Source: an optimization exercise on an open RTL-to-GDS flow (aim: small area). Production flows keep margins and buffers that such runs may drop. RTL that was checked went through simulation tests only; none was proved equivalent to the original. No activity file was given, so power comes from the tool's default toggle rates.

Setup of garnet:
// Top_FirFilter_Flex
module Top_FirFilter_Flex (
    input  wire        iClk12M,
    input  wire        iRsn,
    input  wire        iEnSample600k,
    input  wire        iCoeffUpdateFlag,
    input  wire        iCsnRam,
    input  wire        iWrnRam,
    input  wire [5:0]  iAddrRam,
    input  wire [15:0] iWrDtRam,
    input  wire [2:0]  iFirIn,
    output reg  [15:0] oFirOut
);
For scale: roughly 4,100 cells after synthesis, about 47 I/O pins, ~0.036 mm² of cells after synthesis.
clock: 10.0 ns
lec_check: 0
abc_area: 1
cap_margin: 20
core_margin: 2
core_utilization: 40
cts_cluster_diameter: 100
cts_cluster_size: 30
gpl_timing_driven: 0
slew_margin: 20
run.sh (not shown) runs the stock make flow with config.mk's settings and CLKGATE_MAP_FILE= SYNTH_SCRIPT=/design/flow/synth_recipe.tcl, a recipe that flattens the netlist after the stock synthesis.
For juniper, these inputs were changed with respect to garnet:
Settings: clearing GPL_TIMING_DRIVEN, which used to be 0.
Results
Going from garnet to juniper, count of buffering cells on the critical path with inverters included grows by 1.
juniper has number of I/O port buffers above what garnet had.
Setup WNS garnet -> juniper: better
Cmp garnet and juniper / initial antenna violation count / lower: juniper
On post-place setup slack, juniper does better than garnet.
garnet -> juniper: area of placed instances increased by a few percent
Input changes introduced in sierra (baseline for comparison: juniper):
Settings: CORE_UTILIZATION now 55, was 40; GPL_TIMING_DRIVEN now 0, previously not set.
### Flow results
Both conditions hold for sierra: the flow ran to the end and the final layout passed the timing, DRC and antenna checks. juniper was carried through to the last stage, and its layout satisfied the timing, DRC and antenna checks. From juniper to sierra the numbers moved as follows: sequential power was more or less identical; count of antenna-violating nets left after detailed routing essentially unchanged; shortest period the worst path allows now sits lower; total global routing track utilization grew by 11 points; multi-input gate count held steady. Of the two candidates, juniper has the worse cell area and sierra the better one. The cell count along the critical path of sierra falls short of that of juniper by 6.7%. Run comparison: juniper origin of the worst setup path inst_Ring2.rMem[0][6]; sierra origin of the worst setup path inst_Delay.oTap3[2]. Changes observed in sierra relative to juniper: clock-buffer cell count -about 6.5%, die outline width fell by about 15%, cell count went down by about 5%.

---

Another version of the RTL of Top_FirFilter_Flex (not shown whole).
Size in the first run: about 4,300 cells after synthesis, roughly 870 flip-flops, roughly 47 I/O pins.
Settings: LEC_CHECK=0, ABC_AREA=1, CAP_MARGIN=20, CORE_MARGIN=2, CORE_UTILIZATION=40, SLEW_MARGIN=20; clock period 10.0 ns.
Then changed:
--- a/flow/config.mk
+++ b/flow/config.mk
@@ -11,0 +12 @@
+export GPL_TIMING_DRIVEN = 0
The new run ran to the end with no violations.
Register-to-register slack got worse by 0.04 ns.
Synthesized cell count does not change.
Total power falls slightly.
Fmax falls slightly.
Area after synthesis does not change.
Global-route usage rises by 1.5 points.
Sequential share of layout area falls by 0.35 points.
Design area rises slightly.
Function was not checked in any run of this note: the RTL went through the layout flow alone.

---

Top_FirFilter_Flex with an RTL version that a note above also has.
Size in the first run: about 4,100 cells after synthesis, roughly 870 flip-flops, roughly 47 I/O pins, about 36,000 sq um of cells after synthesis.
// Top_FirFilter_Flex
module Top_FirFilter_Flex (
    input  wire        iClk12M,
    input  wire        iRsn,
    input  wire        iEnSample600k,
    input  wire        iCoeffUpdateFlag,
    input  wire        iCsnRam,
    input  wire        iWrnRam,
    input  wire [5:0]  iAddrRam,
    input  wire [15:0] iWrDtRam,
    input  wire [2:0]  iFirIn,
    output reg  [15:0] oFirOut
);
make LEC_CHECK=0 ABC_AREA=1 CAP_MARGIN=20 CORE_MARGIN=2 CORE_UTILIZATION=40 CTS_CLUSTER_DIAMETER=90 CTS_CLUSTER_SIZE=28 GPL_TIMING_DRIVEN=0 SLEW_MARGIN=20 finish   # period 10.0 ns
Change:
- CORE_UTILIZATION: 40 -> 55
- CTS_CLUSTER_DIAMETER: 90 -> 100
- CTS_CLUSTER_SIZE: 28 -> 30
- PLACE_DENSITY: unset -> 0.75
Clock power is lower by roughly a tenth.
Non-clock buffer count is lower by 3.
Setup slack gets worse by 0.063 ns.
Global-route usage is higher by 6.6 points.
Core utilization is higher by 16 points.

---

== red ==
Top_FirFilter_Flex with an RTL version that a note above also has.
For scale: roughly 4300 cells after synthesis, ~47 I/O pins, roughly 0.037 mm2 of cells after synthesis.
Settings: LEC_CHECK=0, ABC_AREA=1, CAP_MARGIN=20, CORE_MARGIN=2, CORE_UTILIZATION=40, CTS_CLUSTER_DIAMETER=80, CTS_CLUSTER_SIZE=25, SLEW_MARGIN=20; clock period 10.0 ns.
What blue does differently from red at the input level:
--- a/flow/config.mk
+++ b/flow/config.mk
@@ -10,5 +10,5 @@
 export CORE_MARGIN = 2
 export CORE_UTILIZATION = 40
-export CTS_CLUSTER_DIAMETER = 80
-export CTS_CLUSTER_SIZE = 25
+export CTS_CLUSTER_DIAMETER = 100
+export CTS_CLUSTER_SIZE = 30
 export SLEW_MARGIN = 20
==> notes.md <==
- In terms of detail-routed via count per cell, red and blue differ only marginally.
- Across both runs, cell area was lower for blue than for red.
- Of red and blue, red shows the higher area overhead of the layout relative to synthesis, with blue below it.
- Async set-reset flop share out of synthesis: blue vs red identical
- Changes observed in blue relative to red: ratio of final minimum period to clock period now sits at about the same level, clock-buffer cell count -8.
Function was not checked in any run of this note: the RTL went through the layout flow alone.

separate check: timing with driven ports:
The flow's constraints put no driver on any port. The routed layouts listed below were extracted and timed again, unchanged, in two steps.
Step 1 assumes that a clkbuf_16 drives the clock port and a buf_2 every other input.
Step 2, shift: input delay + t, output delay - t, t = (earliest + latest rising clock arrival at the registers) / 2. This alone moves slack from input paths to output paths.
Slacks: ideal / step 1 / step 2; pairs: ideal / step 1.
| run | t (ns) | setup WS [ns] | worst data-port slew with drivers (ns) |
|---|---|---|---|
| garnet | 0.667 | 0.320 / 0.320 / 0.320 | 0.04 |
| juniper | 0.666 | 0.455 / 0.455 / 0.455 | 0.04 |
| sierra | 0.692 | 0.487 / 0.487 / 0.487 | 0.04 |
| the first run of note 2 | 0.714 | 0.430 / 0.430 / 0.430 | 0.04 |
| the second run of note 2 | 0.715 | 0.392 / 0.392 / 0.392 | 0.04 |
| the first run of note 3 | 0.662 | 0.388 / 0.388 / 0.388 | 0.04 |
| the second run of note 3 | 0.673 | 0.325 / 0.325 / 0.325 | 0.04 |
| red | 0.691 | 0.428 / 0.428 / 0.428 | 0.03 |
| blue | 0.683 | 0.414 / 0.414 / 0.414 | 0.03 |
After both steps every run listed still meets setup and hold.
